Background: an optimization exercise with open tools, aiming at small area, a short achievable clock period and few clock cycles. Do not read the settings as production practice.
RTL that was checked went through simulation tests only; none was proved equivalent to the original.
Only the layout flow was run in run 2; the RTL was not checked for function there.

File: flow/config.mk
export PLATFORM = sky130hd
export DESIGN_NAME = cnn_accel
export DESIGN_NICKNAME = cnn_accel
export VERILOG_FILES = /design/flow/design.v
export SDC_FILE = /design/flow/constraint.sdc
export NUM_CORES = 4
export LEC_CHECK = 0
export CAP_MARGIN = 20
export CORE_MARGIN = 2
export CORE_UTILIZATION = 40
export CTS_CLUSTER_DIAMETER = 80
export CTS_CLUSTER_SIZE = 24
export SLEW_MARGIN = 20
File: flow/constraint.sdc
create_clock -name core_clock -period 20.0 [get_ports {clk}]
set_input_delay 4.0000 -clock core_clock [delete_from_list [all_inputs] [get_ports {clk}]]
set_output_delay 4.0000 -clock core_clock [all_outputs]
set_load 0.01 [all_outputs]
File: flow/design.v
module booth_enc (
    input  [15:0] x,
    output [7:0]  one,
    output [7:0]  two,
    output [7:0]  neg
);
wire [16:0] xe = {x, 1'b0};
genvar k;
generate
    for (k = 0; k < 8; k = k + 1) begin : g_d
        assign one[k] = xe[2*k+1] ^ xe[2*k];
        assign two[k] = (xe[2*k+2] & ~xe[2*k+1] & ~xe[2*k]) | (~xe[2*k+2] & xe[2*k+1] & xe[2*k]);
        assign neg[k] = xe[2*k+2];
    end
endgenerate
endmodule
module mul_cs (
    input  [7:0]  one,
    input  [7:0]  two,
    input  [7:0]  neg,
    input  [15:0] w,
    output [15:0] s,
    output [15:0] c,
    output        c12
);
wire [15:0] wg = w;
wire pp_0_0 = ((one[0] & wg[0])) ^ neg[0];
wire pp_0_1 = ((one[0] & wg[1]) | (two[0] & wg[0])) ^ neg[0];
wire pp_0_2 = ((one[0] & wg[2]) | (two[0] & wg[1])) ^ neg[0];
wire pp_0_3 = ((one[0] & wg[3]) | (two[0] & wg[2])) ^ neg[0];
wire pp_0_4 = ((one[0] & wg[4]) | (two[0] & wg[3])) ^ neg[0];
wire pp_0_5 = ((one[0] & wg[5]) | (two[0] & wg[4])) ^ neg[0];
wire pp_0_6 = ((one[0] & wg[6]) | (two[0] & wg[5])) ^ neg[0];
wire pp_0_7 = ((one[0] & wg[7]) | (two[0] & wg[6])) ^ neg[0];
wire pp_0_8 = ((one[0] & wg[8]) | (two[0] & wg[7])) ^ neg[0];
wire pp_0_9 = ((one[0] & wg[9]) | (two[0] & wg[8])) ^ neg[0];
wire pp_0_10 = ((one[0] & wg[10]) | (two[0] & wg[9])) ^ neg[0];
wire pp_0_11 = ((one[0] & wg[11]) | (two[0] & wg[10])) ^ neg[0];
wire pp_0_12 = ((one[0] & wg[12]) | (two[0] & wg[11])) ^ neg[0];
wire pp_0_13 = ((one[0] & wg[13]) | (two[0] & wg[12])) ^ neg[0];
wire pp_0_14 = ((one[0] & wg[14]) | (two[0] & wg[13])) ^ neg[0];
wire pp_0_15 = ((one[0] & wg[15]) | (two[0] & wg[14])) ^ neg[0];
wire pp_0_16 = ~(((one[0] & wg[15]) | (two[0] & wg[15])) ^ neg[0]);
wire pp_1_0 = ((one[1] & wg[0])) ^ neg[1];
wire pp_1_1 = ((one[1] & wg[1]) | (two[1] & wg[0])) ^ neg[1];
wire pp_1_2 = ((one[1] & wg[2]) | (two[1] & wg[1])) ^ neg[1];
wire pp_1_3 = ((one[1] & wg[3]) | (two[1] & wg[2])) ^ neg[1];
wire pp_1_4 = ((one[1] & wg[4]) | (two[1] & wg[3])) ^ neg[1];
wire pp_1_5 = ((one[1] & wg[5]) | (two[1] & wg[4])) ^ neg[1];
wire pp_1_6 = ((one[1] & wg[6]) | (two[1] & wg[5])) ^ neg[1];
wire pp_1_7 = ((one[1] & wg[7]) | (two[1] & wg[6])) ^ neg[1];
wire pp_1_8 = ((one[1] & wg[8]) | (two[1] & wg[7])) ^ neg[1];
wire pp_1_9 = ((one[1] & wg[9]) | (two[1] & wg[8])) ^ neg[1];
wire pp_1_10 = ((one[1] & wg[10]) | (two[1] & wg[9])) ^ neg[1];
wire pp_1_11 = ((one[1] & wg[11]) | (two[1] & wg[10])) ^ neg[1];
wire pp_1_12 = ((one[1] & wg[12]) | (two[1] & wg[11])) ^ neg[1];
wire pp_1_13 = ((one[1] & wg[13]) | (two[1] & wg[12])) ^ neg[1];
wire pp_1_14 = ((one[1] & wg[14]) | (two[1] & wg[13])) ^ neg[1];
wire pp_1_15 = ((one[1] & wg[15]) | (two[1] & wg[14])) ^ neg[1];
wire pp_1_16 = ~(((one[1] & wg[15]) | (two[1] & wg[15])) ^ neg[1]);
wire pp_2_0 = ((one[2] & wg[0])) ^ neg[2];
wire pp_2_1 = ((one[2] & wg[1]) | (two[2] & wg[0])) ^ neg[2];
wire pp_2_2 = ((one[2] & wg[2]) | (two[2] & wg[1])) ^ neg[2];
wire pp_2_3 = ((one[2] & wg[3]) | (two[2] & wg[2])) ^ neg[2];
wire pp_2_4 = ((one[2] & wg[4]) | (two[2] & wg[3])) ^ neg[2];
wire pp_2_5 = ((one[2] & wg[5]) | (two[2] & wg[4])) ^ neg[2];
wire pp_2_6 = ((one[2] & wg[6]) | (two[2] & wg[5])) ^ neg[2];
wire pp_2_7 = ((one[2] & wg[7]) | (two[2] & wg[6])) ^ neg[2];
wire pp_2_8 = ((one[2] & wg[8]) | (two[2] & wg[7])) ^ neg[2];
wire pp_2_9 = ((one[2] & wg[9]) | (two[2] & wg[8])) ^ neg[2];
wire pp_2_10 = ((one[2] & wg[10]) | (two[2] & wg[9])) ^ neg[2];
wire pp_2_11 = ((one[2] & wg[11]) | (two[2] & wg[10])) ^ neg[2];
wire pp_2_12 = ((one[2] & wg[12]) | (two[2] & wg[11])) ^ neg[2];
wire pp_2_13 = ((one[2] & wg[13]) | (two[2] & wg[12])) ^ neg[2];
wire pp_2_14 = ((one[2] & wg[14]) | (two[2] & wg[13])) ^ neg[2];
wire pp_2_15 = ((one[2] & wg[15]) | (two[2] & wg[14])) ^ neg[2];
wire pp_2_16 = ~(((one[2] & wg[15]) | (two[2] & wg[15])) ^ neg[2]);
wire pp_3_0 = ((one[3] & wg[0])) ^ neg[3];
wire pp_3_1 = ((one[3] & wg[1]) | (two[3] & wg[0])) ^ neg[3];
wire pp_3_2 = ((one[3] & wg[2]) | (two[3] & wg[1])) ^ neg[3];
wire pp_3_3 = ((one[3] & wg[3]) | (two[3] & wg[2])) ^ neg[3];
wire pp_3_4 = ((one[3] & wg[4]) | (two[3] & wg[3])) ^ neg[3];
wire pp_3_5 = ((one[3] & wg[5]) | (two[3] & wg[4])) ^ neg[3];
wire pp_3_6 = ((one[3] & wg[6]) | (two[3] & wg[5])) ^ neg[3];
wire pp_3_7 = ((one[3] & wg[7]) | (two[3] & wg[6])) ^ neg[3];
wire pp_3_8 = ((one[3] & wg[8]) | (two[3] & wg[7])) ^ neg[3];
wire pp_3_9 = ((one[3] & wg[9]) | (two[3] & wg[8])) ^ neg[3];
wire pp_3_10 = ((one[3] & wg[10]) | (two[3] & wg[9])) ^ neg[3];
wire pp_3_11 = ((one[3] & wg[11]) | (two[3] & wg[10])) ^ neg[3];
wire pp_3_12 = ((one[3] & wg[12]) | (two[3] & wg[11])) ^ neg[3];
wire pp_3_13 = ((one[3] & wg[13]) | (two[3] & wg[12])) ^ neg[3];
wire pp_3_14 = ((one[3] & wg[14]) | (two[3] & wg[13])) ^ neg[3];
wire pp_3_15 = ((one[3] & wg[15]) | (two[3] & wg[14])) ^ neg[3];
wire pp_3_16 = ~(((one[3] & wg[15]) | (two[3] & wg[15])) ^ neg[3]);
wire pp_4_0 = ((one[4] & wg[0])) ^ neg[4];
wire pp_4_1 = ((one[4] & wg[1]) | (two[4] & wg[0])) ^ neg[4];
wire pp_4_2 = ((one[4] & wg[2]) | (two[4] & wg[1])) ^ neg[4];
wire pp_4_3 = ((one[4] & wg[3]) | (two[4] & wg[2])) ^ neg[4];
wire pp_4_4 = ((one[4] & wg[4]) | (two[4] & wg[3])) ^ neg[4];
wire pp_4_5 = ((one[4] & wg[5]) | (two[4] & wg[4])) ^ neg[4];
wire pp_4_6 = ((one[4] & wg[6]) | (two[4] & wg[5])) ^ neg[4];
wire pp_4_7 = ((one[4] & wg[7]) | (two[4] & wg[6])) ^ neg[4];
wire pp_4_8 = ((one[4] & wg[8]) | (two[4] & wg[7])) ^ neg[4];
wire pp_4_9 = ((one[4] & wg[9]) | (two[4] & wg[8])) ^ neg[4];
wire pp_4_10 = ((one[4] & wg[10]) | (two[4] & wg[9])) ^ neg[4];
wire pp_4_11 = ((one[4] & wg[11]) | (two[4] & wg[10])) ^ neg[4];
wire pp_4_12 = ((one[4] & wg[12]) | (two[4] & wg[11])) ^ neg[4];
wire pp_4_13 = ((one[4] & wg[13]) | (two[4] & wg[12])) ^ neg[4];
wire pp_4_14 = ((one[4] & wg[14]) | (two[4] & wg[13])) ^ neg[4];
wire pp_4_15 = ((one[4] & wg[15]) | (two[4] & wg[14])) ^ neg[4];
wire pp_4_16 = ~(((one[4] & wg[15]) | (two[4] & wg[15])) ^ neg[4]);
wire pp_5_0 = ((one[5] & wg[0])) ^ neg[5];
wire pp_5_1 = ((one[5] & wg[1]) | (two[5] & wg[0])) ^ neg[5];
wire pp_5_2 = ((one[5] & wg[2]) | (two[5] & wg[1])) ^ neg[5];
wire pp_5_3 = ((one[5] & wg[3]) | (two[5] & wg[2])) ^ neg[5];
wire pp_5_4 = ((one[5] & wg[4]) | (two[5] & wg[3])) ^ neg[5];
wire pp_5_5 = ((one[5] & wg[5]) | (two[5] & wg[4])) ^ neg[5];
wire pp_5_6 = ((one[5] & wg[6]) | (two[5] & wg[5])) ^ neg[5];
wire pp_5_7 = ((one[5] & wg[7]) | (two[5] & wg[6])) ^ neg[5];
wire pp_5_8 = ((one[5] & wg[8]) | (two[5] & wg[7])) ^ neg[5];
wire pp_5_9 = ((one[5] & wg[9]) | (two[5] & wg[8])) ^ neg[5];
wire pp_5_10 = ((one[5] & wg[10]) | (two[5] & wg[9])) ^ neg[5];
wire pp_5_11 = ((one[5] & wg[11]) | (two[5] & wg[10])) ^ neg[5];
wire pp_5_12 = ((one[5] & wg[12]) | (two[5] & wg[11])) ^ neg[5];
wire pp_5_13 = ((one[5] & wg[13]) | (two[5] & wg[12])) ^ neg[5];
wire pp_5_14 = ((one[5] & wg[14]) | (two[5] & wg[13])) ^ neg[5];
wire pp_5_15 = ((one[5] & wg[15]) | (two[5] & wg[14])) ^ neg[5];
wire pp_5_16 = ~(((one[5] & wg[15]) | (two[5] & wg[15])) ^ neg[5]);
wire pp_6_0 = ((one[6] & wg[0])) ^ neg[6];
wire pp_6_1 = ((one[6] & wg[1]) | (two[6] & wg[0])) ^ neg[6];
wire pp_6_2 = ((one[6] & wg[2]) | (two[6] & wg[1])) ^ neg[6];
wire pp_6_3 = ((one[6] & wg[3]) | (two[6] & wg[2])) ^ neg[6];
wire pp_6_4 = ((one[6] & wg[4]) | (two[6] & wg[3])) ^ neg[6];
wire pp_6_5 = ((one[6] & wg[5]) | (two[6] & wg[4])) ^ neg[6];
wire pp_6_6 = ((one[6] & wg[6]) | (two[6] & wg[5])) ^ neg[6];
wire pp_6_7 = ((one[6] & wg[7]) | (two[6] & wg[6])) ^ neg[6];
wire pp_6_8 = ((one[6] & wg[8]) | (two[6] & wg[7])) ^ neg[6];
wire pp_6_9 = ((one[6] & wg[9]) | (two[6] & wg[8])) ^ neg[6];
wire pp_6_10 = ((one[6] & wg[10]) | (two[6] & wg[9])) ^ neg[6];
wire pp_6_11 = ((one[6] & wg[11]) | (two[6] & wg[10])) ^ neg[6];
wire pp_6_12 = ((one[6] & wg[12]) | (two[6] & wg[11])) ^ neg[6];
wire pp_6_13 = ((one[6] & wg[13]) | (two[6] & wg[12])) ^ neg[6];
wire pp_6_14 = ((one[6] & wg[14]) | (two[6] & wg[13])) ^ neg[6];
wire pp_6_15 = ((one[6] & wg[15]) | (two[6] & wg[14])) ^ neg[6];
wire pp_7_0 = ((one[7] & wg[0])) ^ neg[7];
wire pp_7_1 = ((one[7] & wg[1]) | (two[7] & wg[0])) ^ neg[7];
wire pp_7_2 = ((one[7] & wg[2]) | (two[7] & wg[1])) ^ neg[7];
wire pp_7_3 = ((one[7] & wg[3]) | (two[7] & wg[2])) ^ neg[7];
wire pp_7_4 = ((one[7] & wg[4]) | (two[7] & wg[3])) ^ neg[7];
wire pp_7_5 = ((one[7] & wg[5]) | (two[7] & wg[4])) ^ neg[7];
wire pp_7_6 = ((one[7] & wg[6]) | (two[7] & wg[5])) ^ neg[7];
wire pp_7_7 = ((one[7] & wg[7]) | (two[7] & wg[6])) ^ neg[7];
wire pp_7_8 = ((one[7] & wg[8]) | (two[7] & wg[7])) ^ neg[7];
wire pp_7_9 = ((one[7] & wg[9]) | (two[7] & wg[8])) ^ neg[7];
wire pp_7_10 = ((one[7] & wg[10]) | (two[7] & wg[9])) ^ neg[7];
wire pp_7_11 = ((one[7] & wg[11]) | (two[7] & wg[10])) ^ neg[7];
wire pp_7_12 = ((one[7] & wg[12]) | (two[7] & wg[11])) ^ neg[7];
wire pp_7_13 = ((one[7] & wg[13]) | (two[7] & wg[12])) ^ neg[7];
wire hs0 = pp_0_10 ^ pp_1_8;
wire hc0 = pp_0_10 & pp_1_8;
wire hs1 = pp_0_11 ^ pp_1_9;
wire hc1 = pp_0_11 & pp_1_9;
wire tfs0 = pp_0_12 ^ pp_1_10;
wire fs0 = tfs0 ^ pp_2_8;
wire fc0 = (pp_0_12 & pp_1_10) | (tfs0 & pp_2_8);
wire hs2 = pp_3_6 ^ pp_4_4;
wire hc2 = pp_3_6 & pp_4_4;
wire tfs1 = pp_0_13 ^ pp_1_11;
wire fs1 = tfs1 ^ pp_2_9;
wire fc1 = (pp_0_13 & pp_1_11) | (tfs1 & pp_2_9);
wire hs3 = pp_3_7 ^ pp_4_5;
wire hc3 = pp_3_7 & pp_4_5;
wire tfs2 = pp_0_14 ^ pp_1_12;
wire fs2 = tfs2 ^ pp_2_10;
wire fc2 = (pp_0_14 & pp_1_12) | (tfs2 & pp_2_10);
wire tfs3 = pp_3_8 ^ pp_4_6;
wire fs3 = tfs3 ^ pp_5_4;
wire fc3 = (pp_3_8 & pp_4_6) | (tfs3 & pp_5_4);
wire hs4 = pp_6_2 ^ pp_7_0;
wire hc4 = pp_6_2 & pp_7_0;
wire tfs4 = pp_0_15 ^ pp_1_13;
wire fs4 = tfs4 ^ pp_2_11;
wire fc4 = (pp_0_15 & pp_1_13) | (tfs4 & pp_2_11);
wire tfs5 = pp_3_9 ^ pp_4_7;
wire fs5 = tfs5 ^ pp_5_5;
wire fc5 = (pp_3_9 & pp_4_7) | (tfs5 & pp_5_5);
wire hs5 = pp_6_3 ^ pp_7_1;
wire hc5 = pp_6_3 & pp_7_1;
wire tfs6 = pp_0_16 ^ pp_1_14;
wire fs6 = tfs6 ^ pp_2_12;
wire fc6 = (pp_0_16 & pp_1_14) | (tfs6 & pp_2_12);
wire tfs7 = pp_3_10 ^ pp_4_8;
wire fs7 = tfs7 ^ pp_5_6;
wire fc7 = (pp_3_10 & pp_4_8) | (tfs7 & pp_5_6);
wire tfs8 = pp_6_4 ^ pp_7_2;
wire fs8 = tfs8 ^ 1'b1;
wire fc8 = (pp_6_4 & pp_7_2) | (tfs8 & 1'b1);
wire tfs9 = pp_1_15 ^ pp_2_13;
wire fs9 = tfs9 ^ pp_3_11;
wire fc9 = (pp_1_15 & pp_2_13) | (tfs9 & pp_3_11);
wire tfs10 = pp_4_9 ^ pp_5_7;
wire fs10 = tfs10 ^ pp_6_5;
wire fc10 = (pp_4_9 & pp_5_7) | (tfs10 & pp_6_5);
wire hs6 = pp_7_3 ^ 1'b1;
wire hc6 = pp_7_3 & 1'b1;
wire tfs11 = pp_1_16 ^ pp_2_14;
wire fs11 = tfs11 ^ pp_3_12;
wire fc11 = (pp_1_16 & pp_2_14) | (tfs11 & pp_3_12);
wire tfs12 = pp_4_10 ^ pp_5_8;
wire fs12 = tfs12 ^ pp_6_6;
wire fc12 = (pp_4_10 & pp_5_8) | (tfs12 & pp_6_6);
wire tfs13 = pp_2_15 ^ pp_3_13;
wire fs13 = tfs13 ^ pp_4_11;
wire fc13 = (pp_2_15 & pp_3_13) | (tfs13 & pp_4_11);
wire hs7 = pp_5_9 ^ pp_6_7;
wire hc7 = pp_5_9 & pp_6_7;
wire tfs14 = pp_2_16 ^ pp_3_14;
wire fs14 = tfs14 ^ pp_4_12;
wire fc14 = (pp_2_16 & pp_3_14) | (tfs14 & pp_4_12);
wire hs8 = pp_3_15 ^ pp_4_13;
wire hc8 = pp_3_15 & pp_4_13;
wire hs9 = pp_0_6 ^ pp_1_4;
wire hc9 = pp_0_6 & pp_1_4;
wire hs10 = pp_0_7 ^ pp_1_5;
wire hc10 = pp_0_7 & pp_1_5;
wire tfs15 = pp_0_8 ^ pp_1_6;
wire fs15 = tfs15 ^ pp_2_4;
wire fc15 = (pp_0_8 & pp_1_6) | (tfs15 & pp_2_4);
wire hs11 = pp_3_2 ^ pp_4_0;
wire hc11 = pp_3_2 & pp_4_0;
wire tfs16 = pp_0_9 ^ pp_1_7;
wire fs16 = tfs16 ^ pp_2_5;
wire fc16 = (pp_0_9 & pp_1_7) | (tfs16 & pp_2_5);
wire hs12 = pp_3_3 ^ pp_4_1;
wire hc12 = pp_3_3 & pp_4_1;
wire tfs17 = hs0 ^ pp_2_6;
wire fs17 = tfs17 ^ pp_3_4;
wire fc17 = (hs0 & pp_2_6) | (tfs17 & pp_3_4);
wire tfs18 = pp_4_2 ^ pp_5_0;
wire fs18 = tfs18 ^ neg[5];
wire fc18 = (pp_4_2 & pp_5_0) | (tfs18 & neg[5]);
wire tfs19 = hc0 ^ hs1;
wire fs19 = tfs19 ^ pp_2_7;
wire fc19 = (hc0 & hs1) | (tfs19 & pp_2_7);
wire tfs20 = pp_3_5 ^ pp_4_3;
wire fs20 = tfs20 ^ pp_5_1;
wire fc20 = (pp_3_5 & pp_4_3) | (tfs20 & pp_5_1);
wire tfs21 = hc1 ^ fs0;
wire fs21 = tfs21 ^ hs2;
wire fc21 = (hc1 & fs0) | (tfs21 & hs2);
wire tfs22 = pp_5_2 ^ pp_6_0;
wire fs22 = tfs22 ^ neg[6];
wire fc22 = (pp_5_2 & pp_6_0) | (tfs22 & neg[6]);
wire tfs23 = fc0 ^ hc2;
wire fs23 = tfs23 ^ fs1;
wire fc23 = (fc0 & hc2) | (tfs23 & fs1);
wire tfs24 = hs3 ^ pp_5_3;
wire fs24 = tfs24 ^ pp_6_1;
wire fc24 = (hs3 & pp_5_3) | (tfs24 & pp_6_1);
wire tfs25 = fc1 ^ hc3;
wire fs25 = tfs25 ^ fs2;
wire fc25 = (fc1 & hc3) | (tfs25 & fs2);
wire tfs26 = fs3 ^ hs4;
wire fs26 = tfs26 ^ neg[7];
wire fc26 = (fs3 & hs4) | (tfs26 & neg[7]);
wire tfs27 = fc2 ^ fc3;
wire fs27 = tfs27 ^ hc4;
wire fc27 = (fc2 & fc3) | (tfs27 & hc4);
wire tfs28 = fs4 ^ fs5;
wire fs28 = tfs28 ^ hs5;
wire fc28 = (fs4 & fs5) | (tfs28 & hs5);
wire tfs29 = fc4 ^ fc5;
wire fs29 = tfs29 ^ hc5;
wire fc29 = (fc4 & fc5) | (tfs29 & hc5);
wire tfs30 = fs6 ^ fs7;
wire fs30 = tfs30 ^ fs8;
wire fc30 = (fs6 & fs7) | (tfs30 & fs8);
wire tfs31 = fc6 ^ fc7;
wire fs31 = tfs31 ^ fc8;
wire fc31 = (fc6 & fc7) | (tfs31 & fc8);
wire tfs32 = fs9 ^ fs10;
wire fs32 = tfs32 ^ hs6;
wire fc32 = (fs9 & fs10) | (tfs32 & hs6);
wire tfs33 = fc9 ^ fc10;
wire fs33 = tfs33 ^ hc6;
wire fc33 = (fc9 & fc10) | (tfs33 & hc6);
wire tfs34 = fs11 ^ fs12;
wire fs34 = tfs34 ^ pp_7_4;
wire fc34 = (fs11 & fs12) | (tfs34 & pp_7_4);
wire tfs35 = fc11 ^ fc12;
wire fs35 = tfs35 ^ fs13;
wire fc35 = (fc11 & fc12) | (tfs35 & fs13);
wire tfs36 = hs7 ^ pp_7_5;
wire fs36 = tfs36 ^ 1'b1;
wire fc36 = (hs7 & pp_7_5) | (tfs36 & 1'b1);
wire tfs37 = fc13 ^ hc7;
wire fs37 = tfs37 ^ fs14;
wire fc37 = (fc13 & hc7) | (tfs37 & fs14);
wire tfs38 = pp_5_10 ^ pp_6_8;
wire fs38 = tfs38 ^ pp_7_6;
wire fc38 = (pp_5_10 & pp_6_8) | (tfs38 & pp_7_6);
wire tfs39 = fc14 ^ hs8;
wire fs39 = tfs39 ^ pp_5_11;
wire fc39 = (fc14 & hs8) | (tfs39 & pp_5_11);
wire tfs40 = pp_6_9 ^ pp_7_7;
wire fs40 = tfs40 ^ 1'b1;
wire fc40 = (pp_6_9 & pp_7_7) | (tfs40 & 1'b1);
wire tfs41 = hc8 ^ pp_3_16;
wire fs41 = tfs41 ^ pp_4_14;
wire fc41 = (hc8 & pp_3_16) | (tfs41 & pp_4_14);
wire tfs42 = pp_5_12 ^ pp_6_10;
wire fs42 = tfs42 ^ pp_7_8;
wire fc42 = (pp_5_12 & pp_6_10) | (tfs42 & pp_7_8);
wire tfs43 = pp_4_15 ^ pp_5_13;
wire fs43 = tfs43 ^ pp_6_11;
wire fc43 = (pp_4_15 & pp_5_13) | (tfs43 & pp_6_11);
wire hs13 = pp_7_9 ^ 1'b1;
wire hc13 = pp_7_9 & 1'b1;
wire tfs44 = pp_4_16 ^ pp_5_14;
wire fs44 = tfs44 ^ pp_6_12;
wire fc44 = (pp_4_16 & pp_5_14) | (tfs44 & pp_6_12);
wire hs14 = pp_5_15 ^ pp_6_13;
wire hc14 = pp_5_15 & pp_6_13;
wire hs15 = pp_0_4 ^ pp_1_2;
wire hc15 = pp_0_4 & pp_1_2;
wire hs16 = pp_0_5 ^ pp_1_3;
wire hc16 = pp_0_5 & pp_1_3;
wire tfs45 = hs9 ^ pp_2_2;
wire fs45 = tfs45 ^ pp_3_0;
wire fc45 = (hs9 & pp_2_2) | (tfs45 & pp_3_0);
wire tfs46 = hc9 ^ hs10;
wire fs46 = tfs46 ^ pp_2_3;
wire fc46 = (hc9 & hs10) | (tfs46 & pp_2_3);
wire tfs47 = hc10 ^ fs15;
wire fs47 = tfs47 ^ hs11;
wire fc47 = (hc10 & fs15) | (tfs47 & hs11);
wire tfs48 = fc15 ^ hc11;
wire fs48 = tfs48 ^ fs16;
wire fc48 = (fc15 & hc11) | (tfs48 & fs16);
wire tfs49 = fc16 ^ hc12;
wire fs49 = tfs49 ^ fs17;
wire fc49 = (fc16 & hc12) | (tfs49 & fs17);
wire tfs50 = fc17 ^ fc18;
wire fs50 = tfs50 ^ fs19;
wire fc50 = (fc17 & fc18) | (tfs50 & fs19);
wire tfs51 = fc19 ^ fc20;
wire fs51 = tfs51 ^ fs21;
wire fc51 = (fc19 & fc20) | (tfs51 & fs21);
wire tfs52 = fc21 ^ fc22;
wire fs52 = tfs52 ^ fs23;
wire fc52 = (fc21 & fc22) | (tfs52 & fs23);
wire tfs53 = fc23 ^ fc24;
wire fs53 = tfs53 ^ fs25;
wire fc53 = (fc23 & fc24) | (tfs53 & fs25);
wire tfs54 = fc25 ^ fc26;
wire fs54 = tfs54 ^ fs27;
wire fc54 = (fc25 & fc26) | (tfs54 & fs27);
wire tfs55 = fc27 ^ fc28;
wire fs55 = tfs55 ^ fs29;
wire fc55 = (fc27 & fc28) | (tfs55 & fs29);
wire tfs56 = fc29 ^ fc30;
wire fs56 = tfs56 ^ fs31;
wire fc56 = (fc29 & fc30) | (tfs56 & fs31);
wire tfs57 = fc31 ^ fc32;
wire fs57 = tfs57 ^ fs33;
wire fc57 = (fc31 & fc32) | (tfs57 & fs33);
wire tfs58 = fc33 ^ fc34;
wire fs58 = tfs58 ^ fs35;
wire fc58 = (fc33 & fc34) | (tfs58 & fs35);
wire tfs59 = fc35 ^ fc36;
wire fs59 = tfs59 ^ fs37;
wire fc59 = (fc35 & fc36) | (tfs59 & fs37);
wire tfs60 = fc37 ^ fc38;
wire fs60 = tfs60 ^ fs39;
wire fc60 = (fc37 & fc38) | (tfs60 & fs39);
wire tfs61 = fc39 ^ fc40;
wire fs61 = tfs61 ^ fs41;
wire fc61 = (fc39 & fc40) | (tfs61 & fs41);
wire tfs62 = fc41 ^ fc42;
wire fs62 = tfs62 ^ fs43;
wire fc62 = (fc41 & fc42) | (tfs62 & fs43);
wire tfs63 = fc43 ^ hc13;
wire fs63 = tfs63 ^ fs44;
wire fc63 = (fc43 & hc13) | (tfs63 & fs44);
wire tfs64 = fc44 ^ hs14;
wire fs64 = tfs64 ^ pp_7_11;
wire fc64 = (fc44 & hs14) | (tfs64 & pp_7_11);
wire tfs65 = hc14 ^ pp_5_16;
wire fs65 = tfs65 ^ pp_6_14;
wire fc65 = (hc14 & pp_5_16) | (tfs65 & pp_6_14);
wire hs17 = pp_6_15 ^ pp_7_13;
wire hc17 = pp_6_15 & pp_7_13;
wire hs18 = pp_0_2 ^ pp_1_0;
wire hc18 = pp_0_2 & pp_1_0;
wire hs19 = pp_0_3 ^ pp_1_1;
wire hc19 = pp_0_3 & pp_1_1;
wire tfs66 = hs15 ^ pp_2_0;
wire fs66 = tfs66 ^ neg[2];
wire fc66 = (hs15 & pp_2_0) | (tfs66 & neg[2]);
wire tfs67 = hc15 ^ hs16;
wire fs67 = tfs67 ^ pp_2_1;
wire fc67 = (hc15 & hs16) | (tfs67 & pp_2_1);
wire tfs68 = hc16 ^ fs45;
wire fs68 = tfs68 ^ neg[3];
wire fc68 = (hc16 & fs45) | (tfs68 & neg[3]);
wire tfs69 = fc45 ^ fs46;
wire fs69 = tfs69 ^ pp_3_1;
wire fc69 = (fc45 & fs46) | (tfs69 & pp_3_1);
wire tfs70 = fc46 ^ fs47;
wire fs70 = tfs70 ^ neg[4];
wire fc70 = (fc46 & fs47) | (tfs70 & neg[4]);
wire tfs71 = fc47 ^ fs48;
wire fs71 = tfs71 ^ hs12;
wire fc71 = (fc47 & fs48) | (tfs71 & hs12);
wire tfs72 = fc48 ^ fs49;
wire fs72 = tfs72 ^ fs18;
wire fc72 = (fc48 & fs49) | (tfs72 & fs18);
wire tfs73 = fc49 ^ fs50;
wire fs73 = tfs73 ^ fs20;
wire fc73 = (fc49 & fs50) | (tfs73 & fs20);
wire tfs74 = fc50 ^ fs51;
wire fs74 = tfs74 ^ fs22;
wire fc74 = (fc50 & fs51) | (tfs74 & fs22);
wire tfs75 = fc51 ^ fs52;
wire fs75 = tfs75 ^ fs24;
wire fc75 = (fc51 & fs52) | (tfs75 & fs24);
wire tfs76 = fc52 ^ fs53;
wire fs76 = tfs76 ^ fs26;
wire fc76 = (fc52 & fs53) | (tfs76 & fs26);
wire tfs77 = fc53 ^ fs54;
wire fs77 = tfs77 ^ fs28;
wire fc77 = (fc53 & fs54) | (tfs77 & fs28);
wire tfs78 = fc54 ^ fs55;
wire fs78 = tfs78 ^ fs30;
wire fc78 = (fc54 & fs55) | (tfs78 & fs30);
wire tfs79 = fc55 ^ fs56;
wire fs79 = tfs79 ^ fs32;
wire fc79 = (fc55 & fs56) | (tfs79 & fs32);
wire tfs80 = fc56 ^ fs57;
wire fs80 = tfs80 ^ fs34;
wire fc80 = (fc56 & fs57) | (tfs80 & fs34);
wire tfs81 = fc57 ^ fs58;
wire fs81 = tfs81 ^ fs36;
wire fc81 = (fc57 & fs58) | (tfs81 & fs36);
wire tfs82 = fc58 ^ fs59;
wire fs82 = tfs82 ^ fs38;
wire fc82 = (fc58 & fs59) | (tfs82 & fs38);
wire tfs83 = fc59 ^ fs60;
wire fs83 = tfs83 ^ fs40;
wire fc83 = (fc59 & fs60) | (tfs83 & fs40);
wire tfs84 = fc60 ^ fs61;
wire fs84 = tfs84 ^ fs42;
wire fc84 = (fc60 & fs61) | (tfs84 & fs42);
wire tfs85 = fc61 ^ fs62;
wire fs85 = tfs85 ^ hs13;
wire fc85 = (fc61 & fs62) | (tfs85 & hs13);
wire tfs86 = fc62 ^ fs63;
wire fs86 = tfs86 ^ pp_7_10;
wire fc86 = (fc62 & fs63) | (tfs86 & pp_7_10);
wire tfs87 = fc63 ^ fs64;
wire fs87 = tfs87 ^ 1'b1;
wire fc87 = (fc63 & fs64) | (tfs87 & 1'b1);
wire tfs88 = fc64 ^ fs65;
wire fs88 = tfs88 ^ pp_7_12;
wire fc88 = (fc64 & fs65) | (tfs88 & pp_7_12);
wire tfs89 = fc65 ^ hs17;
wire fs89 = tfs89 ^ 1'b1;
wire fc89 = (fc65 & hs17) | (tfs89 & 1'b1);
wire [27:0] ra = {fc88, fc87, fc86, fc85, fc84, fc83, fc82, fc81, fc80, fc79, fc78, fc77, fc76, fc75, fc74, fc73, fc72, fc71, fc70, fc69, fc68, fc67, fc66, hc19, hc18, hs18, pp_0_1, pp_0_0};
wire [27:0] rb = {fs89, fs88, fs87, fs86, fs85, fs84, fs83, fs82, fs81, fs80, fs79, fs78, fs77, fs76, fs75, fs74, fs73, fs72, fs71, fs70, fs69, fs68, fs67, fs66, hs19, neg[1], 1'b0, neg[0]};
wire [12:0] lo = {1'b0, ra[11:0]} + {1'b0, rb[11:0]};
assign s = ra[27:12];
assign c = rb[27:12];
assign c12 = lo[12];
endmodule
module cnn_accel (
    input         clk,
    input         rst_n,       
    input         cnn_start,   
    output        cnn_finish,  
    output        mem_we,
    output [19:0] mem_addr,
    output [15:0] mem_wdata,
    input  [15:0] mem_rdata
);
localparam P = 8;            
localparam S_IDLE  = 3'd0;
localparam S_INIT  = 3'd1;   
localparam S_X     = 3'd2;   
localparam S_W     = 3'd3;   
localparam S_WR    = 3'd4;   
localparam S_PR    = 3'd5;   
localparam S_PD    = 3'd6;   
localparam K_NONE = 2'd0;
localparam K_X    = 2'd1;
localparam K_W    = 2'd2;
localparam K_P    = 2'd3;
reg [2:0]  st;
reg        start_q;     
reg        fin_q;
reg        we_q;
reg [19:0] addr_q;
reg [15:0] wdata_q;
assign cnn_finish = fin_q;
assign mem_we     = we_q;
assign mem_addr   = addr_q;
assign mem_wdata  = wdata_q;
reg [4:0] lay;
wire [19:0] c_in      = ({20{lay[0]}} & 20'd2) | ({20{lay[1]}} & 20'd17906) | ({20{lay[2]}} & 20'd34306) | ({20{lay[3]}} & 20'd53890) | ({20{lay[4]}} & 20'd566914);  
wire [19:0] c_w       = ({20{lay[0]}} & 20'd3074) | ({20{lay[1]}} & 20'd21506) | ({20{lay[2]}} & 20'd35458) | ({20{lay[3]}} & 20'd54914) | ({20{lay[4]}} & 20'd567414);  
wire [19:0] c_out     = ({20{lay[0]}} & 20'd3506) | ({20{lay[1]}} & 20'd29698) | ({20{lay[2]}} & 20'd53890) | ({20{lay[3]}} & 20'd566914) | ({20{lay[4]}} & 20'd572414);  
wire [10:0] c_n       = ({11{lay[0]}} & 11'd27) | ({11{lay[1]}} & 11'd256) | ({11{lay[2]}} & 11'd288) | ({11{lay[3]}} & 11'd1024) | ({11{lay[4]}} & 11'd500);  
wire [1:0] c_kmax    = ({2{lay[0]}} & 2'd2) | ({2{lay[1]}} & 2'd3) | ({2{lay[2]}} & 2'd2) | ({2{lay[3]}} & 2'd3);  
wire [4:0] c_ohmax   = ({5{lay[0]}} & 5'd29) | ({5{lay[1]}} & 5'd11) | ({5{lay[2]}} & 5'd3);  
wire [5:0] c_gmax    = ({6{lay[0]}} & 6'd1) | ({6{lay[1]}} & 6'd3) | ({6{lay[2]}} & 6'd7) | ({6{lay[3]}} & 6'd62) | ({6{lay[4]}} & 6'd1);  
wire [2:0] c_orem    = ({3{lay[3]}} & 3'd4) | ({3{lay[4]}} & 3'd2);  
wire c_skip    = (lay[1] & 1'b1) | (lay[2] & 1'b1) | (lay[3] & 1'b1) | (lay[4] & 1'b1);  
wire [19:0] c_xrow    = ({20{lay[0]}} & 20'd30) | ({20{lay[1]}} & 20'd12) | ({20{lay[2]}} & 20'd4) | ({20{lay[3]}} & 20'd1) | ({20{lay[4]}} & 20'd1);  
wire [19:0] c_xch     = ({20{lay[0]}} & 20'd958) | ({20{lay[1]}} & 20'd177) | ({20{lay[2]}} & 20'd22) | ({20{lay[3]}} & 20'd1) | ({20{lay[4]}} & 20'd1);  
wire [19:0] c_ohsq    = ({20{lay[0]}} & 20'd900) | ({20{lay[1]}} & 20'd144) | ({20{lay[2]}} & 20'd16) | ({20{lay[3]}} & 20'd1) | ({20{lay[4]}} & 20'd1);  
wire [19:0] c_wnext   = ({20{lay[0]}} & 20'd1048388) | ({20{lay[1]}} & 20'd1046785) | ({20{lay[2]}} & 20'd1046561) | ({20{lay[3]}} & 20'd1041409) | ({20{lay[4]}} & 20'd1045077);  
wire [19:0] c_wapos7  = ({20{lay[0]}} & 20'd1035077) | ({20{lay[1]}} & 20'd1044113) | ({20{lay[2]}} & 20'd1047569) | ({20{lay[3]}} & 20'd1048074) | ({20{lay[4]}} & 20'd1048562);  
wire [19:0] c_xlg     = ({20{lay[0]}} & 20'd1046462) | ({20{lay[1]}} & 20'd1045153) | ({20{lay[2]}} & 20'd1047446) | ({20{lay[3]}} & 20'd1047553) | ({20{lay[4]}} & 20'd1048077);  
wire [19:0] c_xlp     = ({20{lay[0]}} & 20'd1046463) | ({20{lay[1]}} & 20'd1045154) | ({20{lay[2]}} & 20'd1047447) | ({20{lay[3]}} & 20'd1047554) | ({20{lay[4]}} & 20'd1048078);  
wire [19:0] c_xlr     = ({20{lay[0]}} & 20'd1046465) | ({20{lay[1]}} & 20'd1045157) | ({20{lay[2]}} & 20'd1047449) | ({20{lay[3]}} & 20'd1047557) | ({20{lay[4]}} & 20'd1048078);  
wire [19:0] c_pin     = lay[0] ? 20'd3506 : 20'd29698;  
wire [19:0] c_pout    = lay[0] ? 20'd17906 : 20'd34306;  
wire [19:0] c_pdown   = lay[0] ? 20'd29 : 20'd11;  
wire [19:0] c_pup     = lay[0] ? 20'd1048547 : 20'd1048565;  
wire [3:0] c_pomax   = lay[0] ? 4'd14 : 4'd5;  
wire [11:0] c_pwin    = lay[0] ? 12'd3600 : 12'd1152;  
wire c_relu = ~lay[4];
reg [19:0] xa;          
reg [19:0] wt;          
reg [19:0] wa;          
reg [11:0] tr;          
reg [1:0]  kc, kr;      
reg [3:0]  k;           
reg [5:0]  og;          
reg [4:0]  oc, orow;    
reg        ft;          
reg        pv;          
reg [1:0]  wsel;        
wire n_tr1  = (tr == 12'd1);
wire n_kc   = (kc == c_kmax);
wire n_kr   = (kr == c_kmax);
wire n_lg   = (og == c_gmax);
wire n_loc  = (oc == c_ohmax);
wire n_prow = (oc[3:0] == c_pomax);
reg f_tr1, f_skip, f_kc, f_kr, f_lg, f_loc, f_lpos, f_prow;
always @(posedge clk) begin
    f_tr1  <= n_tr1;
    f_skip <= c_skip && (tr == 12'd4);
    f_kc   <= n_kc;
    f_kr   <= n_kr;
    f_lg   <= n_lg;
    f_loc  <= n_loc;
    f_lpos <= n_loc && (orow == c_ohmax);
    f_prow <= n_prow;
end
wire last_k = (k == P - 1);
reg [1:0]  i_kind;      
reg        i_f;         
reg  [19:0] ainc;
always @(posedge clk) begin
    case (st)
    S_X:     ainc <= n_tr1 ? (!n_lg ? c_xlg : n_loc ? c_xlr : c_xlp) :
                     !n_kc ? 20'd1 : !n_kr ? c_xrow : c_xch;
    S_W:     ainc <= !last_k ? {9'd0, c_n} : f_tr1 ? 20'd1 : c_wnext;
    S_WR:    ainc <= !last_k ? c_ohsq : f_lg ? c_wapos7 : c_ohsq;
    default: ainc <= (k == 4'd4) ? (n_prow ? 20'd1 : c_pup) :
                     (k == 4'd1) ? c_pdown : 20'd1;
    endcase
end
wire [19:0] a_add = addr_q + ainc;
always @(posedge clk or negedge rst_n) begin
    if (!rst_n) begin
        st      <= S_IDLE;
        start_q <= 1'b0;
        fin_q   <= 1'b0;
        we_q    <= 1'b0;
    end else begin
        start_q <= cnn_start;
        fin_q   <= 1'b0;
        we_q    <= 1'b0;
        case (st)
        S_IDLE:  if (start_q) st <= S_INIT;
        S_INIT:  st <= S_X;
        S_X:     st <= S_W;
        S_W:     if (last_k) st <= f_tr1 ? S_WR : S_X;
        S_WR: begin
            we_q <= !(f_lg && c_orem != 3'd0 && k >= c_orem);
            if (last_k) begin
                if (!f_lg || !f_lpos)     st <= S_X;
                else if (lay[0] | lay[1]) st <= S_PR;
                else if (lay[4]) begin fin_q <= 1'b1; st <= S_IDLE; end
                else                      st <= S_INIT;
            end
        end
        S_PR: begin
            if (k == 4'd3) we_q <= pv;
            if (k == 4'd4 && f_tr1) st <= S_PD;
        end
        S_PD: begin
            if (k == 4'd3) begin
                we_q <= 1'b1;
                st   <= S_INIT;
            end
        end
        default: st <= S_IDLE;
        endcase
    end
end
always @(posedge clk) begin
    i_kind <= K_NONE;
    i_f    <= 1'b0;
    addr_q <= a_add;
    case (st)
    S_IDLE: begin
        lay <= 5'b00001;
        kc  <= 2'd0;
        kr  <= 2'd0;
    end
    S_INIT: begin
        xa <= c_in; wt <= c_w; wa <= c_out; tr <= {1'b0, c_n};
        og <= 6'd0; oc <= 5'd0; orow <= 5'd0; ft <= 1'b1; wsel <= 2'b00;
    end
    S_X: begin
        addr_q <= xa;
        i_kind <= K_X;
        if (!ft) wt <= a_add;
        if (wsel != 2'b00) wa <= a_add;
        wsel <= 2'b00;
        kc <= f_kc ? 2'd0 : kc + 2'd1;
        if (f_kc) kr <= f_kr ? 2'd0 : kr + 2'd1;
        k  <= 4'd0;
    end
    S_W: begin
        if (k == 4'd0) begin
            addr_q <= wt;
            xa <= a_add;
        end
        i_kind <= f_skip ? K_NONE : K_W;
        i_f <= ft;
        k <= k + 4'd1;
        if (last_k) begin
            ft <= 1'b0;
            tr <= tr - 12'd1;
            k  <= 4'd0;
        end
    end
    S_WR: begin
        if (k == 4'd0) begin
            addr_q <= wa;
            wt <= f_lg ? c_w : a_add;
        end
        k <= k + 4'd1;
        if (last_k) begin
            k  <= 4'd0;
            tr <= {1'b0, c_n};
            ft <= 1'b1;
            wsel <= {f_lg, ~f_lg};
            if (!f_lg) begin
                og <= og + 6'd1;
            end else if (!f_lpos) begin
                og <= 6'd0;
                oc <= f_loc ? 5'd0 : oc + 5'd1;
                if (f_loc) orow <= orow + 5'd1;
            end else if (lay[0] | lay[1]) begin
                xa <= c_pin; wa <= c_pout; tr <= c_pwin; oc <= 5'd0; pv <= 1'b0;
            end else begin
                lay <= {lay[3:0], 1'b0};
            end
        end
    end
    S_PR: begin
        if (k != 4'd3) i_kind <= K_P;
        i_f <= (k == 4'd0);
        k <= k + 4'd1;
        case (k)
        4'd0: if (!pv) addr_q <= xa;   
        4'd3: begin addr_q <= wa; xa <= a_add; end
        4'd4: begin
            addr_q <= xa;
            if (pv) wa <= a_add;
            pv <= 1'b1;
            k  <= 4'd0;
            oc <= f_prow ? 5'd0 : oc + 5'd1;
            tr <= tr - 12'd1;
        end
        default: ;
        endcase
    end
    S_PD: begin
        addr_q <= wa;
        k <= k + 4'd1;
        if (k == 4'd3) begin
            k   <= 4'd0;
            lay <= {lay[3:0], 1'b0};
        end
    end
    default: ;
    endcase
end
reg [1:0] d1_kind, d2_kind, d3_kind;
reg       d1_f, d2_f, d3_f, d3_w;
always @(posedge clk) begin
    d1_kind <= i_kind;  d1_f <= i_f;
    d2_kind <= d1_kind; d2_f <= d1_f;
    d3_kind <= d2_kind; d3_f <= d2_f;
    d3_w    <= (d2_kind == K_W);
end
reg [15:0] rd_q;        
reg [7:0]  x_one, x_two, x_neg;   
reg [15:0] ps, pc;      
reg        pc12;        
reg        e_v;         
reg        e_f;         
reg [15:0] ring [0:P];
wire [7:0] b_one, b_two, b_neg;
booth_enc u_enc (.x(rd_q), .one(b_one), .two(b_two), .neg(b_neg));
wire [15:0] ms, mc;
wire        mc12;
mul_cs u_mul (.one(x_one), .two(x_two), .neg(x_neg), .w(rd_q),
              .s(ms), .c(mc), .c12(mc12));
wire [15:0] base = e_f ? 16'd0 : ring[P];
wire [15:0] qs   = e_v ? ps : 16'd0;
wire [15:0] qc   = e_v ? pc : 16'd0;
wire [15:0] as   = base ^ qs ^ qc;
wire [15:0] ac   = (base & qs) | (base & qc) | (qs & qc);
wire [15:0] acc  = as + {ac[14:0], e_v & pc12};
integer j;
always @(posedge clk) begin
    rd_q <= mem_rdata;
    if (d3_kind == K_X) begin
        x_one <= b_one;
        x_two <= b_two;
        x_neg <= b_neg;
    end
    ps   <= ms;
    pc   <= mc;
    pc12 <= mc12;
    e_v  <= d3_w;
    e_f  <= d3_f;
    ring[0] <= acc;
    for (j = 1; j <= P; j = j + 1) ring[j] <= ring[j-1];
    if (d3_kind == K_P) begin
        if (d3_f || rd_q > wdata_q) wdata_q <= rd_q;
    end else if (st == S_WR) begin
        wdata_q <= (c_relu && ring[2][15]) ? 16'd0 : ring[2];
    end
end
endmodule
File: flow/flow/run.sh
#!/bin/bash
# The standard layout (the standard.sh: ORFS with the standard synthesis,
# floorplan, power grid and tap cells, at the design's clock and SDC), with
# two changes in how it is made:
# - every input and output port still gets its own buffer, but a plain sky130
#   buffer (buf_2) instead of the delay cell (clkdlybuf4s50_1) buffer_ports
#   picks by default, which adds about 0.6 ns to each path into or out of
#   the design;
# - ORFS's timing repair aims for SETUP_SLACK_MARGIN ns of setup slack, so
#   that it sizes the paths between registers for speed.
set -euo pipefail
export BUFFER_PORTS_ARGS="-buffer_cell sky130_fd_sc_hd__buf_2"
export SETUP_SLACK_MARGIN=15.2
bash standard.sh > standard_make.log 2>&1
File: flow/standard.sh
#!/bin/bash
# synth_recipe.tcl (not shown) runs the flow's synth.tcl, then flattens the netlist and writes it again
# the make line also repeats each setting of config.mk as NAME=value (left out here)
make -C /OpenROAD-flow-scripts/flow DESIGN_CONFIG=/design/flow/config.mk WORK_HOME=/design/flow/orfs CLKGATE_MAP_FILE= SYNTH_SCRIPT=/design/flow/synth_recipe.tcl "${@:-finish}"
==> metrics.yaml, run 1 <==
outcome:
  status: "no timing/DRC/antenna violations"
setup_path:
  slowest_delay_ns: 0.41
  startpoint_type: "flop"
  path_depth: 1
  worstPathRequired_ns: 16.00
  critPathBufInv: 1
  r2r_end: "pc12$_DFF_P_"
  slowest_stage: "edfxtp_1"
  cp_top_family: "flip-flops"
  critical_path_class: "flop to output pin"
  cp-startpoint: "wdata_q[0]$_DFFE_PP_"
  crit_fanout: 2
  cp.arrival_ns: 1.16
  rr_worst_depth: 12
  worstPathCellList: "buf_2"
  reg2reg_slack_ns: 15.93
  crit-reg2reg-launch: "rd_q[6]$_DFF_P_"
  crit_end: "mem_wdata[0]"
  crit_path_end_kind: "output pin"
routing:
  drc: 0
  viasPerCell: 5.66
  route.vias.total: 16000
  ant_nets: 0
  wl_per_cell_um: 20.6
  drt-total-wl_um: 58200
  drtIter0Drc: 1594
  dr.pass1.iters: 6
synth:
  ys.flop_type: "dfxtp_1"
  synth_edf_count: 145
  async_reset_ff_share_pct: 1.49
  yosysSeqAreaShare_pct: 44.2
  yosysUniqueCellTypes: 81
  ys_ff_latch: 402
  ys_warn_count: 2
  syn_inst: 2105
  syn_area_mm2: 0.0216
  syn_nets: 2315
  syn_avg_cell_area_um2: 10.3
clock_tree:
  cts.path.max_buffers: 3
  clk_pin_slew_worst_paths_ns: 0.10
  cts-htree-levels: 1
  clock_sinks: 402
  cts_tree: "done"
  cts_buffers: 27
  root_buffer: "clkbuf_16"
  clock_latency_ns: 0.60
placed_design:
  place_congestion: 0.914
  io_buffers: 56
  hpwl_um: 40300
flow_run:
  maxCapViolations: 0
timing:
  rsz0062_at_grt: "yes"
  worst_slew_pin_slew_ns: 1.12
  finalCritPeriodShare_pct: 25.8
  fin_worst_skew_ns: 0.0314
  max_freq_ghz: 0.194
  slew_headroom_pct: 24.7
  min_period_ns: 5.16
  drv_slew: 0
  hold_violations: 0
  finalSetupViolCount: 0
  setup_tns_ns: 0
global_routing:
  grt_max_degree: 50
  antenna_found_initial: 1
  grt_util_met3_pct: 3.21
  grt_pass1_vias: 15700
  grt.busiest_layer: "met2"
  grt_remaining_overflow: 0
  grt_util_met1_pct: 28.6
  track_usage_pct: 20.5
  grt_pass1_wl_um: 91100
  grt_use_met2_pct: 33.2
finish:
  n_antenna_cell: 0
  nets: 2320
  drive_gt1_share_pct: 10.4
  syn_to_final_growth_pct: 10.0
min_path:
  holdCritPathClass: "flop to flop"
die:
  initial_core_util_pct: 40.3
  die_x_um: 236
  core_area_mm2: 0.0536
  die_area_mm2: 0.0558
  ios: 57
  die_y_um: 236
  rows: 85
[cells in the mapped netlist (5+ instances only)]
library cell | number | share of area [%]
a21oi_1 | 103 | 2.4
clkbuf_1 | 112 | 1.9
a211oi_1 | 11 | 0.38
inv_1 | 160 | 2.8
a22o_1 | 22 | 0.89
nand2b_1 | 6 | 0.17
nor3_1 | 26 | 0.60
or2_2 | 10 | 0.29
a22oi_1 | 139 | 4.8
buf_1 | 20 | 0.35
fa_1 | 99 | 9.2
a221oi_1 | 7 | 0.28
mux2i_1 | 10 | 0.46
and3_1 | 8 | 0.23
o22ai_1 | 15 | 0.43
a21o_1 | 18 | 0.63
a211o_1 | 6 | 0.24
nand3_1 | 29 | 0.67
o21bai_1 | 5 | 0.17
and2_1 | 37 | 1.1
o221ai_1 | 12 | 0.49
or3_1 | 12 | 0.35
nor2_1 | 136 | 2.4
o31ai_1 | 8 | 0.28
edfxtp_1 | 145 | 20
nor4_1 | 5 | 0.14
nor2b_1 | 28 | 0.81
nand2_1 | 115 | 2.0
o22a_1 | 5 | 0.20
dfxtp_1 | 251 | 23
xnor2_1 | 123 | 5.0
o21ai_0 | 120 | 2.8
o21a_1 | 10 | 0.35
ha_1 | 92 | 5.3
dfrtp_1 | 6 | 0.70
a222oi_1 | 9 | 0.42
xor2_1 | 78 | 3.2
a31oi_1 | 19 | 0.55
o211ai_1 | 13 | 0.45
[worst register-to-register path, cell delays in order (launching register included)]
cell	delay (ns)
dfxtp_1	1.03
a22oi_1	0.26
xnor2_1	0.19
fa_1	0.54
inv_1	0.05
fa_1	0.49
fa_1	0.51
inv_1	0.05
ha_1	0.28
a211oi_1	0.24
nand2_1	0.08
a31oi_1	0.14
o21ai_0	0.10
[routing by layer]
layer | up-vias | wire (µm)
li1 | 7375 | -
met1 | 7805 | 25200
met2 | 711 | 26900
met3 | 114 | 4510
met4 | 0 | 1560
met5 | - | 0
[placed cells by master (no fill, tap or decap), drive strengths merged, types with 11 or more instances in the layout]
cell | Yosys | layout
fa | 99 | 99
clkbuf | 112 | 32
o21ai | 122 | 122
inv | 163 | 173
nor3 | 27 | 27
a31oi | 19 | 19
a22o | 22 | 22
nor2 | 138 | 138
dfxtp | 251 | 251
a22oi | 139 | 139
o211ai | 14 | 14
ha | 92 | 92
a211oi | 11 | 11
nor2b | 28 | 28
and2 | 38 | 38
o22ai | 15 | 15
or3 | 13 | 13
o221ai | 12 | 12
nand2 | 115 | 115
edfxtp | 145 | 145
xnor2 | 123 | 123
a21o | 19 | 19
a21oi | 105 | 105
buf | 23 | 111
nand3 | 30 | 30
xor2 | 78 | 78
[flip-flops by register name, summed over array words and instances, names as in the netlist, 15 cells and up]
register and count:
addr_q 20, ainc 15, pc 16, ps 16
rd_q 16, ring 144, wa 20, wdata_q 16
wt 20, xa 20
[through the flow]
stage	std cells	setup WS (ns)	instance area [µm²]	util [%]	hold WS (ns)
after floorplan	2105	15.59	21600	-	0.310
after global placement	2754	15.48	22500	42.0	0.310
after detailed placement	2754	15.46	22500	42.0	0.312
after CTS	2817	14.81	23700	44.2	0.313
after global routing	2826	14.77	23700	44.3	0.318
final	2826	14.84	23700	44.3	0.313
[worst min-delay path by stage]
stage	start	endpoint	slack, ns	depth (start not counted)
4_1_cts	ring[5][13]$_DFF_P_	ring[6][13]$_DFF_P_	0.31	0
3_5_place_dp	ring[0][15]$_DFF_P_	ring[1][15]$_DFF_P_	0.31	0
2_1_floorplan	i_f$_DFF_P_	d1_f$_DFF_P_	0.31	0
6_report	ring[5][13]$_DFF_P_	ring[6][13]$_DFF_P_	0.31	0
3_3_place_gp	ring[5][6]$_DFF_P_	ring[6][6]$_DFF_P_	0.31	0
5_1_grt	ring[5][13]$_DFF_P_	ring[6][13]$_DFF_P_	0.32	0
[cells by family (layout without fill, tap and decap cells)]
family                     count (synthesis)  count (layout)  share of synthesized area [%]
AOI/OAI and AO/OA                        564             564                           17.7
xor gates and xnor gates                 201             201                           8.16
adders and majority gates                191             191                           14.5
buffers and inverters                    300             325                           5.23
DFF                                      402             402                           44.2
muxes                                     13              13                          0.620
and+or+nand+nor                          434             434                           9.60
[cell type report]
class | instances | area [µm²]
Multi-Input combinational cell | 1403 | 10900
Fill cell | 5046 | 29900
Inverter | 165 | 619
Clock inverter | 17 | 218
Sequential cell | 402 | 9550
Timing Repair Buffer | 111 | 818
Clock buffer | 32 | 716
Tap cell | 696 | 871
[repair_timing]
action                                  4_1_cts  5_1_grt
gates resized for setup                      40        0
setup buffers                                14        9
endpoints found under the setup margin       38       38
hold buffers                                  0        0
Testbench counts, summed over its fixed seeds: cycles 8,190,648.
==> run 2, diff against run 1 <==
--- a/flow/design.v
+++ b/flow/design.v
@@ -473,6 +473,45 @@
 assign c = rb[27:12];
 assign c12 = lo[12];
 endmodule
+module bk_add #(parameter W = 16, parameter L = 5) (   
+    input  [W-1:0] a,
+    input  [W-1:0] b,
+    input          ci,
+    output [W-1:0] s
+);
+wire [W:0] g0 = {a & b, ci};
+wire [W:0] p0 = {a ^ b, 1'b0};
+wire [W:0] g [0:2*L];
+wire [W:0] p [0:2*L];
+assign g[0] = g0;
+assign p[0] = p0;
+genvar lv, i;
+generate
+    for (lv = 0; lv < L; lv = lv + 1) begin : up
+        for (i = 0; i <= W; i = i + 1) begin : b
+            if ((i % (2 << lv)) == ((2 << lv) - 1)) begin : m
+                assign g[lv+1][i] = g[lv][i] | (p[lv][i] & g[lv][i - (1 << lv)]);
+                assign p[lv+1][i] = p[lv][i] & p[lv][i - (1 << lv)];
+            end else begin : k
+                assign g[lv+1][i] = g[lv][i];
+                assign p[lv+1][i] = p[lv][i];
+            end
+        end
+    end
+    for (lv = L - 2; lv >= 0; lv = lv - 1) begin : dn
+        for (i = 0; i <= W; i = i + 1) begin : b
+            if (i >= (3 << lv) - 1 && ((i + 1 - (1 << lv)) % (2 << lv)) == 0) begin : m
+                assign g[2*L-1-lv][i] = g[2*L-2-lv][i] | (p[2*L-2-lv][i] & g[2*L-2-lv][i - (1 << lv)]);
+                assign p[2*L-1-lv][i] = p[2*L-2-lv][i] & p[2*L-2-lv][i - (1 << lv)];
+            end else begin : k
+                assign g[2*L-1-lv][i] = g[2*L-2-lv][i];
+                assign p[2*L-1-lv][i] = p[2*L-2-lv][i];
+            end
+        end
+    end
+endgenerate
+assign s = p0[W:1] ^ g[2*L-1][W-1:0];
+endmodule
 module cnn_accel (
     input         clk,
     input         rst_n,       
@@ -572,7 +611,8 @@
                      (k == 4'd1) ? c_pdown : 20'd1;
     endcase
 end
-wire [19:0] a_add = addr_q + ainc;
+wire [19:0] a_add;
+bk_add #(.W(20), .L(5)) u_aadd (.a(addr_q), .b(ainc), .ci(1'b0), .s(a_add));
 always @(posedge clk or negedge rst_n) begin
     if (!rst_n) begin
         st      <= S_IDLE;
@@ -728,7 +768,8 @@
 wire [15:0] qc   = e_v ? pc : 16'd0;
 wire [15:0] as   = base ^ qs ^ qc;
 wire [15:0] ac   = (base & qs) | (base & qc) | (qs & qc);
-wire [15:0] acc  = as + {ac[14:0], e_v & pc12};
+wire [15:0] acc;
+bk_add #(.W(16), .L(5)) u_acc (.a(as), .b({ac[14:0], e_v & pc12}), .ci(1'b0), .s(acc));
 integer j;
 always @(posedge clk) begin
     rd_q <= mem_rdata;
==> flow/flow/run.sh (replaced) <==
#!/bin/bash
# The standard layout (the standard.sh: ORFS with the standard synthesis,
# floorplan, power grid and tap cells), with one change: every input and
# output port is still given its own buffer, but a plain sky130 buffer
# (buf_2) instead of the delay cell (clkdlybuf4s50_1) buffer_ports picks by
# default, which adds about 0.6 ns to every path into or out of the design.
set -euo pipefail
export BUFFER_PORTS_ARGS="-buffer_cell sky130_fd_sc_hd__buf_2"
bash standard.sh > standard_make.log 2>&1
--- a/flow/config.mk
+++ b/flow/config.mk
@@ -7,7 +7,7 @@
 export LEC_CHECK = 0
 export CAP_MARGIN = 20
 export CORE_MARGIN = 2
-export CORE_UTILIZATION = 40
+export CORE_UTILIZATION = 65
 export CTS_CLUSTER_DIAMETER = 80
 export CTS_CLUSTER_SIZE = 24
 export SLEW_MARGIN = 20
==> run 2 against run 1 <==
Compared with the run above: setup slack better by 0.035 ns; synthesized area is 0.89% lower; critical path depth stayed put; via count is 2.7% lower; non-clock buffer count is 30 lower; cell area is 4.6% lower; final cell count is 12% lower; utilization is 25 points higher; die area is 38% lower; critical path type unchanged; highest routed layer unchanged.
==> metrics.yaml, run 2 <==
clock_tree:
  clk_pin_slew_worst_paths_ns: 0.09
  postCtsSetupBuffers: 0
  cts_buffers: 23
  cts_hold_buf: 0
  cts-htree-levels: 1
  clock_sinks: 402
  clock_latency_ns: 0.56
  cts.path.max_buffers: 3
  root_buffer: "clkbuf_16"
  cts_tree: "done"
  cts.repair.resized: 0
synth:
  async_reset_ff_share_pct: 1.49
  synth_most_common_cell: "dfxtp_1"
  yosysSeqAreaShare_pct: 44.5
  synth_edf_count: 145
  syn_nets: 2280
  synth.area.top_cells: "dfxtp_1, edfxtp_1, fa_1"
  syn_avg_cell_area_um2: 10.4
  ys.flop_type: "dfxtp_1"
  ys_ff_latch: 402
  ys_warn_count: 4
  syn_inst: 2056
  synth_area_leader_cell: "dfxtp_1"
  post-synth-top-area-fraction_pct: 23.5
  synth_commonest_cells: "dfxtp_1, inv_1, edfxtp_1"
  syn_area_mm2: 0.0214
  yosysUniqueCellTypes: 78
placed_design:
  dp.cells: 2439
  place_congestion: 0.938
  io_buffers: 56
  hpwl_um: 38500
finish:
  nets: 2246
  n_antenna_cell: 0
  fillers: 2468
  largest_reg_flops: 144
  top_register: "ring"
  final_cell_mix: "dfxtp_1, inv_1, edfxtp_1, a22oi_1, nor2_1"
  drive_gt1_share_pct: 6.82
  final_common_cell: "dfxtp_1"
  syn_to_final_growth_pct: 5.86
  fin_cells: 2479
timing:
  rsz0062_at_grt: "no"
  setup_tns_ns: 0
  hold_violations: 0
  max_freq_ghz: 0.195
  worst_slew_pin_slew_ns: 1.13
  slew_headroom_pct: 24.3
  finalSetupViolCount: 0
  finalCritPeriodShare_pct: 25.6
  drv_slew: 0
  fin_worst_skew_ns: 0.0356
  min_period_ns: 5.12
setup_path:
  cp_top_family: "flip-flops"
  cp.arrival_ns: 1.12
  critPathBufInv: 1
  critical_path_class: "flop to output pin"
  worstPathCellList: "buf_2"
  worstPathRequired_ns: 16.00
  startpoint_type: "flop"
  rr_worst_depth: 13
  slowest_delay_ns: 0.42
  slowest_stage: "edfxtp_1"
  crit_path_end_kind: "output pin"
  path_depth: 1
  crit_fanout: 2
routing:
  drtIter0Drc: 1547
  drc: 0
  viasPerCell: 6.28
  ant_nets: 0
  route.vias.total: 15600
  drt-total-wl_um: 56100
  dr.pass1.iters: 6
  wl_per_cell_um: 22.6
die:
  ios: 57
  core_area_mm2: 0.0325
  rows: 66
  die_x_um: 185
  die_area_mm2: 0.0344
  die_y_um: 185
  initial_core_util_pct: 65.9
global_routing:
  grt_remaining_overflow: 0
  grt_pass1_vias: 15400
  antenna_found_initial: 0
  grt_pass1_wl_um: 86200
  track_usage_pct: 32.9
  grt_max_degree: 66
outcome:
  status: "no timing/DRC/antenna violations"
min_path:
  holdCritPathClass: "flop to flop"
  hold_path_depth: 0
flow_run:
  maxCapViolations: 0
## run 2: layer usage
metal | GRT usage, % | vias to the layer above | part of all wire (%)
met3 | 3.97 | 165 | 7.2
met4 | 17.2 | 0 | 5.6
met1 | 41.3 | 7598 | 38
li1 | - | 7024 | -
met5 | 0 | - | 0
met2 | 55.8 | 789 | 49
## run 2: logic make-up (layout without fill, tap and decap cells)
kind of cell	Yosys count	after routing	share of synthesized area, %
compound gates	509	509	15.9
simple gates	408	408	9.28
flops	402	402	44.5
buf+inv	327	308	5.86
fa+ha+maj	205	205	16.0
xor+xnor	193	193	7.90
mux	12	12	0.608
## run 2: stage by stage
step           instance area, µm²  util, %  worst slack, ns  hold WS [ns]
2_1_floorplan               21400        -            14.88         0.310
3_3_place_gp                21900     67.5            15.49         0.310
3_5_place_dp                21900     67.5            15.46         0.312
4_1_cts                     22600     69.8            14.86         0.323
5_1_grt                     22600     69.8            14.85         0.336
6_report                    22600     69.8            14.88         0.325
## run 2: path summary, 6_finish.rpt
kind	startpoint	slack, ns	end
worst max-delay path	wdata_q[8]$_DFFE_PP_	14.88	mem_wdata[8]
worst min-delay path	ring[7][1]$_DFF_P_	0.33	ring[8][1]$_DFF_P_
worst max register to register	rd_q[7]$_DFF_P_	15.92	pc12$_DFF_P_
worst min register to register	ring[7][1]$_DFF_P_	0.33	ring[8][1]$_DFF_P_
max in group asynchronous	rst_n	16.52	st[0]$_DFFE_PN0P_
min in group asynchronous	rst_n	3.27	we_q$_DFF_PN0_
## run 2: cell type report
| cell class | instances | area (µm²) | area share, % |
|---|---|---|---|
| clock buffers | 32 | 641 | 2.83 |
| clock inverters | 8 | 104 | 0.459 |
| inverters | 187 | 702 | 3.10 |
| multi-input cells | 1327 | 10600 | 47.0 |
| flip-flops and latches | 402 | 9530 | 42.1 |
| well taps | 442 | 553 | 2.44 |
| repair buffers | 81 | 468 | 2.07 |

what the ideal ports hide:
In the flow no input, the clock included, has a driving cell. The finished layouts below were timed again as built, in two steps.
Step 1 sets driving cells, clkbuf_16 on the clock port and buf_2 on the other inputs (assumed; they add their load-dependent delay and slew).
Step 2 adds t to the input delays and takes it off the output delays; t is the mean of the earliest and latest rising clock arrival at the registers after step 1. Input paths then give back, and output paths get back, about the clock's delay inside the block.
a / b / c = ideal / step 1 / step 2; a / b = the first two.
| run | t, ns | setup WS [ns] | worst setup path after step 2 | worst register clock-pin slew, ns | worst data-port slew with drivers (ns) |
|---|---|---|---|---|---|
| run 1 | 0.643 | 14.844 / 14.791 / 15.434 | register to output | 0.10 / 0.10 | 0.04 |
| run 2 | 0.595 | 14.879 / 14.828 / 15.424 | register to output | 0.10 / 0.10 | 0.03 |
After both steps setup and hold are still met in every run listed.
